What follows belongs to an exercise in optimizing a design on an open flow for small area, a short achievable clock period and few clock cycles; a production flow would make more cautious choices.
Where RTL was checked, it was by simulation tests only, not by an equivalence proof against the original.
No activity file was given, so power comes from the tool's default toggle rates.

Design HW2_divider, start of the top module:
module HW2_divider(Clk, Rst, St, Divisor, Dividend, Quotient, Remainder, Overflow, Done);
Size in the first run: roughly 560 cells after synthesis, ~69 I/O pins, roughly 0.0051 mm² of cells after synthesis.
Settings: LEC_CHECK=0, ABC_CLOCK_PERIOD_IN_PS=2000, CAP_MARGIN=20, CORE_MARGIN=2, CORE_UTILIZATION=40, SETUP_SLACK_MARGIN=2.5, SLEW_MARGIN=20; clock period 6.0 ns.
standard.sh (not shown) runs the stock make flow with config.mk's settings and CLKGATE_MAP_FILE= SYNTH_SCRIPT=/design/flow/synth_recipe.tcl, a recipe that flattens the netlist after the stock synthesis.
==> flow/flow/run.sh <==
#!/bin/bash
# The standard layout, with each port buffered by a small buffer instead of
# the delay cell that buffer_ports picks by default.
set -euo pipefail
bash standard.sh "BUFFER_PORTS_ARGS=-buffer_cell sky130_fd_sc_hd__buf_1" finish > standard.log 2>&1
The starting point ran to the end with no violations.
Testbench counts at the start, summed over its fixed seeds: cycles 47,499.
Rerun with:
ABC_AREA = 1   (was not set)
SETUP_SLACK_MARGIN = 3.0   (was 2.5)
Outcome:
- The changed run completed with no timing, DRC or antenna violations
- final area grows by roughly a tenth
- routed wire length grows by about a fifth
- worst hold slack is better by 0.0099 ns
- utilization shrinks by 1.3 points
- final cell count grows by well over a third
Rerun with:
CORE_UTILIZATION = 45   (was 40)
SETUP_SLACK_MARGIN = 3.2   (was 3.0)
Clock-buffer cell count does not change.
Sequential power went down by about 2%.
Sequential share of layout area went down by 1.2 points.
Die area went down by 11%.
Synthesized area stays the same.
Critical path depth went down by 1.


Setup of job 2258:
HW2_divider, a different RTL version from the one above (not shown whole).
For scale: about 470 cells after synthesis, about 54 flip-flops, roughly 69 I/O pins.
Settings: LEC_CHECK=0, ABC_AREA=1, ABC_CLOCK_PERIOD_IN_PS=2000, CAP_MARGIN=20, CORE_MARGIN=2, CORE_UTILIZATION=40, GPL_TIMING_DRIVEN=0, SETUP_SLACK_MARGIN=3.3, SLEW_MARGIN=20; clock period 6.0 ns.
Scripts as last shown in full above: flow/flow/run.sh
Job 2258: PASS, flow complete, no timing, DRC or antenna violations
Testbench counts of job 2258, summed over its fixed seeds: cycles 83,106.
diff inputs: job 2258 => job 7100
-- flow/config.mk --
<<< job 2258, line 10
export CAP_MARGIN = 20
export CORE_MARGIN = 2
export CORE_UTILIZATION = 40
export GPL_TIMING_DRIVEN = 0
export SETUP_SLACK_MARGIN = 3.3
export SLEW_MARGIN = 20
>>> job 7100, line 10
export CAP_MARGIN = 20
export CORE_MARGIN = 2
export CORE_UTILIZATION = 30
export SETUP_SLACK_MARGIN = 3.5
export SLEW_MARGIN = 20
[summary]
- Job 7100 went all the way through the flow, and no timing, DRC or antenna check failed.
- Between job 2258 and job 7100, the area used by multi-input combinational logic is lower for job 2258.
- On job 7100: register-to-register path setup slack is 0.16 ns higher than what job 2258 gave.
- Job 7100 ends up with a total instance count after detailed placement that is 3.4% higher than in job 2258.
- From job 2258 to job 7100 the numbers moved as follows: core utilization lost 7.0 points, maximum vdd drop now sits higher, clock latency of the later-clocked register in the worst-skew pair fell 0.03 ns.
- | met2 capacity usage during global routing | lower: job 7100 |
- Shortest clock period the worst path allows after layout for job 7100 is lower than for job 2258.
- Sequential cell count: job 7100 vs job 2258 identical
- Taking job 2258 as the reference point, the part of the power in the clock network of job 7100 rises by 3.7 points.
- Looking at overall die area across both flows, job 7100 is the weaker of the two, with job 2258 ahead.
Setup changes, job 7100 to job 5195
-- flow/config.mk --
<<< job 7100, line 10
export CAP_MARGIN = 20
export CORE_MARGIN = 2
export CORE_UTILIZATION = 30
export SETUP_SLACK_MARGIN = 3.5
export SLEW_MARGIN = 20
>>> job 5195, line 10
export CAP_MARGIN = 20
export CORE_MARGIN = 2
export CORE_UTILIZATION = 55
export SETUP_SLACK_MARGIN = 3.5
export SLEW_MARGIN = 20
==> comparison <==
Against job 7100, job 5195 reports a area overhead of the layout relative to synthesis that is lower.
Going from job 7100 to job 5195, global-route track usage on met3 went up by 1.5 points, number of design-rule violations left by the first detailed-router iteration rose 30, sequential cell count did not really move.
Comparing job 5195 with job 7100, the required time of the critical path came out essentially unchanged.
Changes in job 8053 relative to job 5195:
-- flow/config.mk --
<<< job 5195, line 10
export CAP_MARGIN = 20
export CORE_MARGIN = 2
export CORE_UTILIZATION = 55
export SETUP_SLACK_MARGIN = 3.5
export SLEW_MARGIN = 20
>>> job 8053, line 10
export CAP_MARGIN = 20
export CORE_MARGIN = 2
export CORE_UTILIZATION = 40
export SETUP_SLACK_MARGIN = 3.3
export SLEW_MARGIN = 20
export TNS_END_PERCENT = 20
## What came out
From job 5195 to job 8053 the numbers moved as follows: CTS clock-pin slew for the worst setup and hold paths about even; number of buffers between clock root and the deepest sink about even; setup slack fell 0.086 ns.
Delta (job 8053 minus job 5195): post-route fraction of the period consumed by the critical path rose by 1.4 points, final instance area went down about 9%.
The following lists how job 4702 was set up differently from job 8053:
-- flow/config.mk --
<<< job 8053, line 11
export CORE_MARGIN = 2
export CORE_UTILIZATION = 40
export SETUP_SLACK_MARGIN = 3.3
export SLEW_MARGIN = 20
export TNS_END_PERCENT = 20
>>> job 4702, line 11
export CORE_MARGIN = 2
export CORE_UTILIZATION = 40
export SETUP_SLACK_MARGIN = 3.4
export SLEW_MARGIN = 20
==> run notes <==
Relative to job 8053, power density of the placed cells has decreased by 2.2% in job 4702.
Job 8053 → job 4702: met1 track demand over resource increased by 0.87 points relative to the old numbers, fmax rose 5.2%.


The RTL this note starts from:
==> flow/design.v <==
module HW2_divider(Clk, Rst, St, Divisor, Dividend, Quotient, Remainder, Overflow, Done);
	input Clk, Rst, St;
	input [15:0] Divisor;
	input [15:0] Dividend;
	output [15:0] Quotient;
	output [15:0] Remainder;
	output Overflow;
	output reg Done;
	reg [15:0] R;      
	reg [15:0] B;      
	reg [15:0] Q;      
	reg [2:0] cnt;     
	reg ovf;
	reg [2:0] e;
	always @(*) begin
		casez (Divisor)
			16'b1???????????????, 16'b01??????????????: e = 3'd0;
			16'b001?????????????, 16'b0001????????????: e = 3'd1;
			16'b00001???????????, 16'b000001??????????: e = 3'd2;
			16'b0000001?????????, 16'b00000001????????: e = 3'd3;
			16'b000000001???????, 16'b0000000001??????: e = 3'd4;
			16'b00000000001?????, 16'b000000000001????: e = 3'd5;
			16'b0000000000001???, 16'b00000000000001??: e = 3'd6;
			default: e = 3'd7;
		endcase
	end
	wire [15:0] n1 = e[2] ? {Divisor[7:0], 8'b0} : Divisor;
	wire [15:0] n2 = e[1] ? {n1[11:0], 4'b0} : n1;
	wire [15:0] n3 = e[0] ? {n2[13:0], 2'b0} : n2;
	wire [17:0] d1 = {2'b0, R} - {2'b0, B};
	wire [17:0] d2 = {2'b0, R} - {1'b0, B, 1'b0};
	wire [18:0] ca = {3'b0, R};
	wire [18:0] cb = ~{3'b0, B};
	wire [18:0] cc = ~{2'b0, B, 1'b0};
	wire [18:0] cs = ca ^ cb ^ cc;
	wire [18:0] cy = {(ca[17:0] & cb[17:0]) | (ca[17:0] & cc[17:0]) | (cb[17:0] & cc[17:0]), 1'b1};
	wire [18:0] d3 = cs + cy + 19'd1;
	wire ge1 = ~d1[17];
	wire ge2 = ~d2[17];
	wire ge3 = ~d3[18];
	assign Quotient = Q;
	assign Remainder = R;
	assign Overflow = ovf;
	always @(posedge Clk) begin
		if (Rst) begin
			Done <= 1'b1;
		end else if (Done) begin
			B <= n3;
			cnt <= e;
			if (St) begin
				Done <= 1'b0;
				R <= Dividend;
				Q <= 16'd0;
				ovf <= ~|Divisor;
			end
		end else begin
			if (ge3) R <= d3[15:0];
			else if (ge2) R <= d2[15:0];
			else if (ge1) R <= d1[15:0];
			Q <= {Q[13:0], ge2, ge3 | (ge1 & ~ge2)};
			B <= {2'b0, B[15:2]};
			cnt <= cnt - 3'd1;
			if (cnt == 3'd0 || ovf) Done <= 1'b1;
		end
	end
endmodule
make LEC_CHECK=0 ABC_CLOCK_PERIOD_IN_PS=2000 CAP_MARGIN=20 CORE_MARGIN=2 CORE_UTILIZATION=40 SETUP_SLACK_MARGIN=0 SLEW_MARGIN=20 finish   # period 6.0 ns
run.sh (not shown) runs the stock make flow with config.mk's settings and CLKGATE_MAP_FILE= SYNTH_SCRIPT=/design/flow/synth_recipe.tcl, a recipe that flattens the netlist after the stock synthesis.
Stock flow here: none of the scripts above is used.
Change:
==> flow/flow/run.sh (new file) <==
#!/bin/bash
# The standard layout, with two changes: each port is buffered by a small
# buffer instead of the delay cell that buffer_ports picks by default, and
# synthesis leaves adders to abc instead of mapping them to fa/ha cells.
set -euo pipefail
bash standard.sh "BUFFER_PORTS_ARGS=-buffer_cell sky130_fd_sc_hd__buf_2" "ADDER_MAP_FILE=" finish > standard.log 2>&1
==> flow/standard.sh (new file) <==
#!/bin/bash
# synth_recipe.tcl (not shown) runs the flow's synth.tcl, then flattens the netlist and writes it again
# the make line also repeats each setting of config.mk as NAME=value (left out here)
make -C /OpenROAD-flow-scripts/flow DESIGN_CONFIG=/design/flow/config.mk WORK_HOME=/design/flow/orfs CLKGATE_MAP_FILE= SYNTH_SCRIPT=/design/flow/synth_recipe.tcl "${@:-finish}"
--- a/flow/config.mk
+++ b/flow/config.mk
@@ -11,3 +11,3 @@
 export CORE_UTILIZATION = 40
-export SETUP_SLACK_MARGIN = 0
+export SETUP_SLACK_MARGIN = 3.0
 export SLEW_MARGIN = 20
removed: flow/run.sh
=> Cell count rises by 38%; routed wire length rises by 40%; cell area rises by about 28%; clock power rises by about 10%; worst setup slack gets better by 0.54 ns; power rises by about 15%; synthesized cell count rises by 39%; worst hold slack gets worse by 0.037 ns.
Change:
==> flow/flow/run.sh (replaced) <==
#!/bin/bash
# The standard layout, with each port buffered by a small buffer instead of
# the delay cell that buffer_ports picks by default.
set -euo pipefail
bash standard.sh "BUFFER_PORTS_ARGS=-buffer_cell sky130_fd_sc_hd__buf_2" finish > standard.log 2>&1
The new run finished with timing, DRC and antenna clean.
Sequential share of layout area increases by 3.6 points.
Final area decreases by 15%.
Synthesized cell count decreases by about 28%.
Maximum frequency increases by 0.57%.
Utilization decreases by 1.6 points.
Power decreases by about 2%.
Via count decreases by 25%.
Change:
==> flow/run.sh (new file) <==
#!/bin/bash
# synth_recipe.tcl (not shown) runs the flow's synth.tcl, then flattens the netlist and writes it again
# the make line also repeats each setting of config.mk as NAME=value (left out here)
make -C /OpenROAD-flow-scripts/flow DESIGN_CONFIG=/design/flow/config.mk WORK_HOME=/design/flow/orfs CLKGATE_MAP_FILE= SYNTH_SCRIPT=/design/flow/synth_recipe.tcl finish
--- a/flow/config.mk
+++ b/flow/config.mk
@@ -11,3 +11,3 @@
 export CORE_UTILIZATION = 40
-export SETUP_SLACK_MARGIN = 3.0
+export SETUP_SLACK_MARGIN = 2
 export SLEW_MARGIN = 20
removed: flow/flow/run.sh
removed: flow/standard.sh
Final cell count came out lower by 5.8%.
Sequential share of layout area came out higher by 1.9 points.
Cell area came out lower by 7.5%.
Non-clock buffer count came out lower by 49.
Setup slack gets worse by 0.42 ns.
Register-to-register slack gets worse by 0.42 ns.
Change:
--- a/flow/config.mk
+++ b/flow/config.mk
@@ -11,3 +11,3 @@
 export CORE_UTILIZATION = 40
-export SETUP_SLACK_MARGIN = 2
+export SETUP_SLACK_MARGIN = 3.0
 export SLEW_MARGIN = 20
Outcome: Worst setup slack gets better by 0.39 ns. Synthesized cell count is unchanged. Via count rises by 7.8%. Worst hold slack gets better by 0.012 ns. Wire length rises by about 9%. Die area does not change. Clock skew stays flat. Design area rises by 16%. Utilization rises by 7.8 points. Area after synthesis stays the same. Power rises by 17%.
No functional check of the RTL was part of any run of this note.


HW2_divider, a different RTL version from the one above (not shown whole).
Size in the first run: about 400 cells after synthesis, about 69 I/O pins, ~3900 um2 of cells after synthesis.
==> flow/config.mk <==
export PLATFORM = sky130hd
export DESIGN_NAME = HW2_divider
export DESIGN_NICKNAME = HW2_divider
export VERILOG_FILES = /design/flow/design.v
export SDC_FILE = /design/flow/constraint.sdc
export NUM_CORES = 4
export LEC_CHECK = 0
export ABC_CLOCK_PERIOD_IN_PS = 1500
export CAP_MARGIN = 20
export CORE_MARGIN = 2
export CORE_UTILIZATION = 40
export SETUP_SLACK_MARGIN = 3.9
export SLEW_MARGIN = 20
==> flow/constraint.sdc <==
create_clock -name core_clock -period 6.0 [get_ports {Clk}]
set_input_delay 1.2000 -clock core_clock [delete_from_list [all_inputs] [get_ports {Clk}]]
set_output_delay 1.2000 -clock core_clock [all_outputs]
set_load 0.01 [all_outputs]
Stock flow here: none of the scripts above is used.
The first run went through all stages and came out clean.
Then changed:
Settings changed: ABC_CLOCK_PERIOD_IN_PS 1500 to 2000, SETUP_SLACK_MARGIN 3.9 to 3.5.
Outcome: Worst hold slack gets better by 0.0033 ns; total power fell by about 2.5%; setup slack gets worse by 0.063 ns; routed wire length is about the same; non-clock buffer count fell by 13; final area fell by about 1.6%; final cell count fell by about 2%; sequential share of layout area rose by 0.45 points; clock-buffer cell count rose by 1; first-iteration DRC count fell by 24%.
No run of this note included a check of the RTL's function; only the layout flow was run.


HW2_divider, a different RTL version from the one above (not shown whole).
Size in the first run: roughly 54 flip-flops, roughly 3700 um^2 of cells after synthesis.
// HW2_divider
module HW2_divider(Clk, Rst, St, Divisor, Dividend, Quotient, Remainder, Overflow, Done);
==> flow/config.mk <==
export PLATFORM = sky130hd
export DESIGN_NAME = HW2_divider
export DESIGN_NICKNAME = HW2_divider
export VERILOG_FILES = /design/flow/design.v
export SDC_FILE = /design/flow/constraint.sdc
export NUM_CORES = 4
export LEC_CHECK = 0
export ABC_CLOCK_PERIOD_IN_PS = 2000
export CAP_MARGIN = 20
export CORE_MARGIN = 2
export CORE_UTILIZATION = 40
export SETUP_SLACK_MARGIN = 3.8
export SLEW_MARGIN = 20
==> flow/constraint.sdc <==
create_clock -name core_clock -period 6.0 [get_ports {Clk}]
set_input_delay 1.2000 -clock core_clock [delete_from_list [all_inputs] [get_ports {Clk}]]
set_output_delay 1.2000 -clock core_clock [all_outputs]
set_load 0.01 [all_outputs]
Next try:
Settings changed: ABC_CLOCK_PERIOD_IN_PS 2000 to default, SETUP_SLACK_MARGIN 3.8 to default.
Outcome: The changed run finished with timing, DRC and antenna clean; worst setup slack gets worse by 1.1 ns; worst hold slack gets worse by 0.016 ns; global-route usage falls by 3.1 points; critical path depth falls by 2; synthesized cell count stays the same; sequential share of layout area rises by 5.9 points; cell count falls by 11%; fmax falls by 25%; non-clock buffer count falls by 68.
No run of this note included a check of the RTL's function; only the layout flow was run.


## JK
HW2_divider with an RTL version that a note above also has.
Size: roughly 69 I/O pins, about 3500 um2 of cells after synthesis.
==> flow/config.mk <==
export PLATFORM = sky130hd
export DESIGN_NAME = HW2_divider
export DESIGN_NICKNAME = HW2_divider
export VERILOG_FILES = /design/flow/design.v
export SDC_FILE = /design/flow/constraint.sdc
export NUM_CORES = 4
export LEC_CHECK = 0
export ABC_CLOCK_PERIOD_IN_PS = 2000
export CAP_MARGIN = 20
export CORE_MARGIN = 2
export CORE_UTILIZATION = 40
export SETUP_SLACK_MARGIN = 3.0
export SLEW_MARGIN = 20
==> flow/constraint.sdc <==
create_clock -name core_clock -period 6.0 [get_ports {Clk}]
set_input_delay 1.2000 -clock core_clock [delete_from_list [all_inputs] [get_ports {Clk}]]
set_output_delay 1.2000 -clock core_clock [all_outputs]
set_load 0.01 [all_outputs]
standard.sh (not shown) runs the stock make flow with config.mk's settings and CLKGATE_MAP_FILE= SYNTH_SCRIPT=/design/flow/synth_recipe.tcl, a recipe that flattens the netlist after the stock synthesis.
==> flow/flow/run.sh <==
#!/bin/bash
# The standard layout, with each port buffered by a small buffer instead of
# the delay cell that buffer_ports picks by default.
set -euo pipefail
bash standard.sh "BUFFER_PORTS_ARGS=-buffer_cell sky130_fd_sc_hd__buf_2" finish > standard.log 2>&1
Testbench counts of JK, summed over its fixed seeds: cycles 83,106.
[inputs] MS vs JK
-- flow/flow/run.sh --
<<< JK, line 5
bash standard.sh "BUFFER_PORTS_ARGS=-buffer_cell sky130_fd_sc_hd__buf_2" finish > standard.log 2>&1
>>> MS, line 5
bash standard.sh "BUFFER_PORTS_ARGS=-buffer_cell sky130_fd_sc_hd__buf_1" finish > standard.log 2>&1
-- flow/config.mk --
<<< JK, line 8
>>> MS, line 8
export ABC_AREA = 1
<<< JK, line 9
export CAP_MARGIN = 20
>>> MS, line 10
export CAP_MARGIN = 0
<<< JK, line 12
export SETUP_SLACK_MARGIN = 3.0
export SLEW_MARGIN = 20
>>> MS, line 13
export SETUP_SLACK_MARGIN = 3.3
export SLEW_MARGIN = 0
Notes after the runs:
- On number of remaining DRC errors, MS and JK are basically level.
- Going from JK to MS, the met1 routing resource usage after global routing was found to have gone down by 2.1 points.
- Comparing MS and JK, switching power total is higher on JK.
The following lists how AL was set up differently from MS:
-- flow/config.mk --
<<< MS, line 10
export CAP_MARGIN = 0
>>> AL, line 10
export CAP_MARGIN = 20
<<< MS, line 13
export SETUP_SLACK_MARGIN = 3.3
export SLEW_MARGIN = 0
>>> AL, line 13
export SETUP_SLACK_MARGIN = 3.8
export SLEW_MARGIN = 20
Findings:
Compared to MS, AL has fraction of power consumed by the clock network 1.9 points lower.
Going from MS to AL, final setup TNS roughly the same; clock skew picked up an extra 10 ps.
Diff MS -> AL: area overhead of the layout relative to synthesis climbed 16 points; share of the core filled with cells grew by 6.6 points; final period utilization fell by 0.78 points; non-clock buffer count went up 23.
Diff AL and MS: met1 global-route usage higher in AL
Input changes introduced in TR (baseline for comparison: AL):
-- flow/flow/run.sh --
<<< AL, line 5
bash standard.sh "BUFFER_PORTS_ARGS=-buffer_cell sky130_fd_sc_hd__buf_1" finish > standard.log 2>&1
>>> TR, line 5
bash standard.sh "BUFFER_PORTS_ARGS=-buffer_cell sky130_fd_sc_hd__buf_2" finish > standard.log 2>&1
-- flow/config.mk --
<<< AL, line 8
export ABC_AREA = 1
>>> TR, line 8
<<< AL, line 12
export CORE_UTILIZATION = 40
export SETUP_SLACK_MARGIN = 3.8
>>> TR, line 11
export CORE_UTILIZATION = 55
export SETUP_SLACK_MARGIN = 3.0
Findings:
Across both runs, wire length after detailed routing was higher for TR than for AL.
Relative to AL, the clock network area share of TR is higher by 0.50 points.
AL → TR: power in the clock group picked up an extra 19%, number of cells upsized or downsized after cts lost 31, final area lost 160 um2, data required time of the worst path neither gained nor lost much, post-route worst setup slack lost 550 ps.
simple AND/OR/NAND/NOR gates as the combinational family with the most area after synthesis was reported by AL, and compound AO/OA/AOI/OAI gates by TR.

==> afterwards: timing with drivers on the ports <==
In the flow no input, the clock included, has a driving cell. The finished layouts below were timed again as built, in two steps.
Step 1, drivers: a clkbuf_16 drives Clk and a buf_2 each remaining input, both assumed.
Step 2 times the ports against the registers' clock, not the clock port: input delays grow and output delays shrink by t, the midpoint of the rising clock arrivals with the driver on.
Slacks: no drivers / after step 1 / after step 2; pairs: no drivers / after step 1.
| run | t, ns | setup slack, ns | hold slack, ns |
|---|---|---|---|
| the first run of note 1 | 0.350 | 2.552 / 2.552 / 2.430 | 0.446 / 0.446 / 0.446 |
| the second run of note 1 | 0.353 | 3.143 / 3.143 / 2.983 | 0.455 / 0.455 / 0.455 |
| the third run of note 1 | 0.346 | 3.204 / 3.204 / 3.084 | 0.466 / 0.466 / 0.466 |
| job 2258 | 0.341 | 3.390 / 3.389 / 3.048 | 0.470 / 0.470 / 0.470 |
| job 7100 | 0.326 | 3.428 / 3.435 / 3.109 | 0.452 / 0.452 / 0.452 |
| job 5195 | 0.339 | 3.496 / 3.498 / 3.159 | 0.452 / 0.452 / 0.452 |
| job 8053 | 0.340 | 3.411 / 3.419 / 3.079 | 0.441 / 0.441 / 0.441 |
| job 4702 | 0.340 | 3.539 / 3.539 / 3.200 | 0.445 / 0.445 / 0.445 |
| the first run of note 3 | 0.337 | 2.052 / 2.052 / 1.931 | 0.565 / 0.565 / 0.565 |
| the second run of note 3 | 0.361 | 2.588 / 2.588 / 2.588 | 0.528 / 0.528 / 0.528 |
| the third run of note 3 | 0.348 | 2.608 / 2.608 / 2.571 | 0.568 / 0.568 / 0.568 |
| the fourth run of note 3 | 0.336 | 2.192 / 2.192 / 1.933 | 0.565 / 0.565 / 0.565 |
| the fifth run of note 3 | 0.347 | 2.582 / 2.582 / 2.582 | 0.577 / 0.577 / 0.577 |
| the first run of note 4 | 0.351 | 3.321 / 3.321 / 3.321 | 0.578 / 0.578 / 0.578 |
| the second run of note 4 | 0.347 | 3.258 / 3.258 / 3.133 | 0.581 / 0.581 / 0.581 |
| the first run of note 5 | 0.341 | 2.792 / 2.782 / 2.442 | 0.581 / 0.581 / 0.581 |
| the second run of note 5 | 0.332 | 1.707 / 1.716 / 1.384 | 0.564 / 0.564 / 0.564 |
| JK | 0.340 | 3.043 / 3.031 / 2.692 | 0.509 / 0.509 / 0.509 |
| MS | 0.340 | 3.481 / 3.489 / 3.149 | 0.438 / 0.438 / 0.438 |
| AL | 0.337 | 3.527 / 3.517 / 3.181 | 0.452 / 0.452 / 0.452 |
| TR | 0.347 | 2.973 / 2.966 / 2.620 | 0.508 / 0.508 / 0.508 |
After both steps every run listed still meets setup and hold. The setup slack of TR, which loses most, moves by -0.007 ns with the drivers and by -0.353 ns with both steps.
